What follows belongs to an exercise in optimizing a design on an open flow for small area and a short achievable clock period; a production flow would make more cautious choices. No run shown here included a check of the RTL's function; only the layout flow was run. No activity file was given, so power comes from the tool's default toggle rates.

==> flow/design.v, too long to show whole: its modules and the start of the top module <==
// module MAF_DP: 2372 lines
// module MAF_FA: 4 lines
// module MAF_BENC: 4 lines
// module MAF_HA: 4 lines
// module maf_top: 17 lines
module maf_top (
    input         clk,
    input  [1:0]  func,
    input  [31:0] A,
    input  [31:0] B,
    input  [31:0] C,
    output [63:0] result
);
  // ...
==> flow/flow/run.sh <==
#!/bin/bash
# The standard layout, with the port buffers made of buf_2 cells instead of
# the default choice (a delay buffer). Every port still gets its buffer.
set -euo pipefail
bash standard.sh BUFFER_PORTS_ARGS="-buffer_cell sky130_fd_sc_hd__buf_2" finish > standard_flow.log 2>&1
==> flow/standard.sh <==
#!/bin/bash
# synth_recipe.tcl (not shown) runs the flow's synth.tcl, then flattens the netlist and writes it again
# the make line also repeats each setting of config.mk as NAME=value (left out here)
make -C /OpenROAD-flow-scripts/flow DESIGN_CONFIG=/design/flow/config.mk WORK_HOME=/design/flow/orfs CLKGATE_MAP_FILE= SYNTH_SCRIPT=/design/flow/synth_recipe.tcl "${@:-finish}"
==> flow/config.mk <==
export PLATFORM = sky130hd
export DESIGN_NAME = maf_top
export DESIGN_NICKNAME = maf_top
export VERILOG_FILES = /design/flow/design.v
export SDC_FILE = /design/flow/constraint.sdc
export NUM_CORES = 4
export LEC_CHECK = 0
export CAP_MARGIN = 60
export CORE_MARGIN = 2
export CORE_UTILIZATION = 55
export PLACE_DENSITY = 0.7
export SLEW_MARGIN = 60
export SYNTH_HIERARCHICAL = 1
==> flow/constraint.sdc <==
create_clock -name core_clock -period 60.0 [get_ports {clk}]
set_input_delay 12.0000 -clock core_clock [delete_from_list [all_inputs] [get_ports {clk}]]
set_output_delay 12.0000 -clock core_clock [all_outputs]
set_load 0.01 [all_outputs]
==> impl_metrics.json, run 1 <==
{
  "power_w": 0.00156,
  "die_w_microns": 224,
  "maxPowerGroup": "combinational logic",
  "pre_cts_slack_ps": 43040,
  "io_pins": 163,
  "fin_tns_setup_ps": 0,
  "grt_pass1_vias": 23200,
  "layoutNonFillerInstCount": 3157,
  "vias": 21400,
  "rsz0062_at_grt": "no",
  "finalHoldViolCount": 0,
  "die_h_microns": 224,
  "antenna_cells": 3,
  "wl_microns": 87800,
  "mostFrequentLayoutCells": "xnor2_1 (555), fa_1 (512), a22oi_1 (496)",
  "clkCellAreaFrac_pct": 2.29,
  "hold_depth": 4,
  "power_switching_w": 0.000759,
  "worstMarginPinSlew_ps": 635,
  "numPortBuffers": 162,
  "seq_share_pct": 8.50,
  "netSwitchingFraction_pct": 48.6,
  "remaining_drc_errors": 0,
  "status": "timing/DRC/antenna clean",
  "die_area_sq_um": 50000,
  "async_reset_ff_share_pct": 0,
  "layout_commonest_cell": "xnor2_1",
  "max_stage_delay_ps": 530
}
==> inputs of run 2 (changes only) <==
--- a/flow/config.mk
+++ b/flow/config.mk
@@ -8,6 +8,7 @@
 export CAP_MARGIN = 60
 export CORE_MARGIN = 2
 export CORE_UTILIZATION = 55
+export CTS_BUF_LIST = sky130_fd_sc_hd__clkbuf_4 sky130_fd_sc_hd__clkbuf_8
 export PLACE_DENSITY = 0.7
 export SLEW_MARGIN = 60
 export SYNTH_HIERARCHICAL = 1
==> impl_metrics.json, run 2 <==
{
  "grt_pass1_vias": 23200,
  "rsz0062_at_grt": "no",
  "placed_cells": 3121,
  "synth.top_cell.area_share_pct": 38.7,
  "synth_edf_count": 0,
  "hold_path_class": "in2reg",
  "clk_path_buf_depth": 2,
  "vdd_drop_max_uv": 46.7,
  "synth_top_area_cell": "fa_1",
  "worstPathMaxFanout": 38,
  "syn_area_per_cell_sq_um": 10.4,
  "startpoint": "A[15]",
  "status": "timing/DRC/antenna clean",
  "wl_microns": 87700,
  "syn_area_sq_um": 26500,
  "yosysSeqAreaShare_pct": 9.21,
  "die_h_microns": 224,
  "dp_hpwl_microns": 59700,
  "setup_violations": 0,
  "ctsResizeCount": 0,
  "worstMarginPinSlew_ps": 628,
  "die_w_microns": 224,
  "synth_area_leaders": "fa_1 (39%), xnor2_1 (18%), a22oi_1 (14%)",
  "path_clk_slew_ps": 70,
  "drt_iter0_drc": 2622,
  "leakagePower_nw": 10.5,
  "std_cell_rows": 80,
  "numPortBuffers": 162,
  "layout_min_cycle_time_ps": 16460,
  "ys_ff_latch": 122,
  "power_density_nw_per_um2": 53.8,
  "gp_congestion": 0.917,
  "cts_tree": "yes",
  "track_usage_pct": 36.5,
  "fin_tns_setup_ps": 0,
  "cts.sinks": 122,
  "io_pins": 163,
  "slew-limit-headroom_pct": 58.1,
  "route.antenna.remaining_nets": 0,
  "yosysWarningCount": 7,
  "critPathCaptureType": "flop",
  "hold_depth": 4,
  "antenna_found_initial": 3,
  "post-route-period-util_pct": 27.4,
  "synth_commonest_cells": "xnor2_1 (555), fa_1 (512), a22oi_1 (496)",
  "yosys.cell_count.top_type": "xnor2_1",
  "synthToLayoutAreaGrowth_pct": 7.67,
  "start_util_pct": 55.6,
  "first_pass_iters": 7,
  "critPathCapture": "DP.ry34",
  "utilization_pct": 59.9,
  "htreeDepth": 4,
  "cts_made_buffers": 17,
  "start_kind": "primary input",
  "yosysUniqueCellTypes": 51,
  "postCtsHoldBufs": 0,
  "synth_ff_type": "dfxtp_1",
  "core_area_sq_um": 47600,
  "netlist_instances": 2557,
  "vias": 21200,
  "worstPathArrival_ps": 16900,
  "grt_pass1_wl_microns": 137000,
  "critical_path_class": "in2reg",
  "viasPerCell": 6.72,
  "die_area_sq_um": 50000,
  "async_reset_ff_share_pct": 0,
  "grt-ovfl-total": 0,
  "cts-root-buf": "clkbuf_8",
  "mostFrequentLayoutCells": "xnor2_1 (555), fa_1 (512), a22oi_1 (496)",
  "nets": 3248,
  "cap_viol_max_count": 0,
  "grt_start_max_net_pins": 43,
  "layout-drive-gt1-share_pct": 14.6,
  "required_ps": 60440,
  "postCtsSetupBuffers": 0,
  "hold_start": "C[0]",
  "layout_commonest_cell": "xnor2_1",
  "nFillCells": 3973,
  "fmax_mhz": 60.8,
  "worst_hold_slack_ps": 11960,
  "wl_per_cell_microns": 27.8,
  "finalHoldViolCount": 0,
  "drv_slew": 0,
  "layoutNonFillerInstCount": 3157,
  "remaining_drc_errors": 0
}
run 2: cell counts after synthesis:
Identical to the previous run, type by type.
run 2: final cells by class:
| class | instances | area [sq um] | share of cell area, % |
|---|---|---|---|
| Multi-Input combinational cell | 2070 | 23000 | 80.6 |
| Tap cell | 615 | 769 | 2.70 |
| Sequential cell | 122 | 2440 | 8.56 |
| Timing Repair Buffer | 253 | 1590 | 5.57 |
| Clock buffer | 23 | 292 | 1.02 |
| Antenna cell | 3 | 7.51 | 0.0263 |
| Inverter | 63 | 236 | 0.828 |
| Clock inverter | 8 | 190 | 0.666 |
run 2: per-module statistics from Yosys (local to each module, per instance), excerpt:
module,area (sq um),copies in the design,cells
MAF_BENC,31.3,16,4
MAF_HA,12.5,43,1
MAF_DP,15300,1,1944
MAF_FA,20.0,506,1
run 2: worst min path at each step:
stage | end | slack, ps
floorplan | DP.rx0 | 12240
global placement | result[3] | 12400
detailed placement | result[1] | 12400
CTS | DP.rx0 | 11910
global route | DP.rx0 | 11940
finish | DP.rx0 | 11960
run 2: critical path, cell delays in order:
cell and delay [ps]:
buf_2 80, buf_6 450, nand2_1 200, o22ai_4 480, buf_4 410, a22oi_1 170
xnor2_1 190, fa_1 480, fa_1 500, fa_1 510, fa_1 420, fa_1 530
fa_1 410
run 2: metrics by stage:
step / power, W / instance area (sq um) / setup WS, ps
6_report: 0.00153 / 28500 / 43540
2_1_floorplan: 0.00105 / 26500 / 44030
4_1_cts: 0.00156 / 28500 / 43480
3_3_place_gp: 0.00140 / 27800 / 42760
5_1_grt: 0.00173 / 28500 / 43460
3_5_place_dp: 0.00146 / 28000 / 43040
run 2: logic make-up after synthesis:
kind of cell | after synthesis | share of synthesized area, %
xor+xnor | 587 | 19.4
buf+inv | 367 | 5.29
simple gates | 257 | 5.14
flops | 122 | 9.21
compound gates | 601 | 17.1
other cells | 1 | 0.0141
fa+ha+maj | 622 | 43.8
run 2: power by group:
part,leakage (nW),internal [W],switching [W]
clock,0.248,0.0000573,0.0000363
combinational,9.25,0.000569,0.000702
sequential,1.03,0.000153,0.0000161
run 2: per-layer routing:
metal  share of wire [%]  track usage, %  vias up
li1                    -               -     8544
met2                  45            56.5     1687
met4                 6.6            21.2        0
met1                  35            44.8    10600
met3                  13            12.1      386
met5                   0               0        -

## what the ideal ports hide
No port has a modelled driver above. Below, the same layouts with a new extraction and two added sets of constraints. Step 1 (the two cells are an assumption about what drives the block):
set clk [get_ports {clk}]
set_driving_cell -lib_cell sky130_fd_sc_hd__clkbuf_16 $clk
set_driving_cell -lib_cell sky130_fd_sc_hd__buf_2 [delete_from_list [all_inputs] $clk]
Step 2 moves the port delays by t, midway between the first and last clock arrival at a register: inputs arrive t later, outputs are due t later. That takes back most of the time a late clock gives input paths. Slacks: ideal ports / drivers / drivers and shift; pairs: ideal ports / drivers.
run | shift t [ns] | setup slack, ns | hold slack, ns | worst register clock-pin slew, ns | pins driven straight from the clock port
run 1 | 0.547 | 43.453 / 43.488 / 42.941 | 12.034 / 11.995 / 12.415 | 0.06 / 0.06 | 1
run 2 | 0.619 | 43.541 / 43.571 / 42.952 | 11.956 / 11.923 / 12.420 | 0.08 / 0.08 | 1
After both steps setup and hold are still met in every run listed. The setup slack of run 2, which loses most, moves by +0.030 ns with the drivers and by -0.589 ns with both steps.
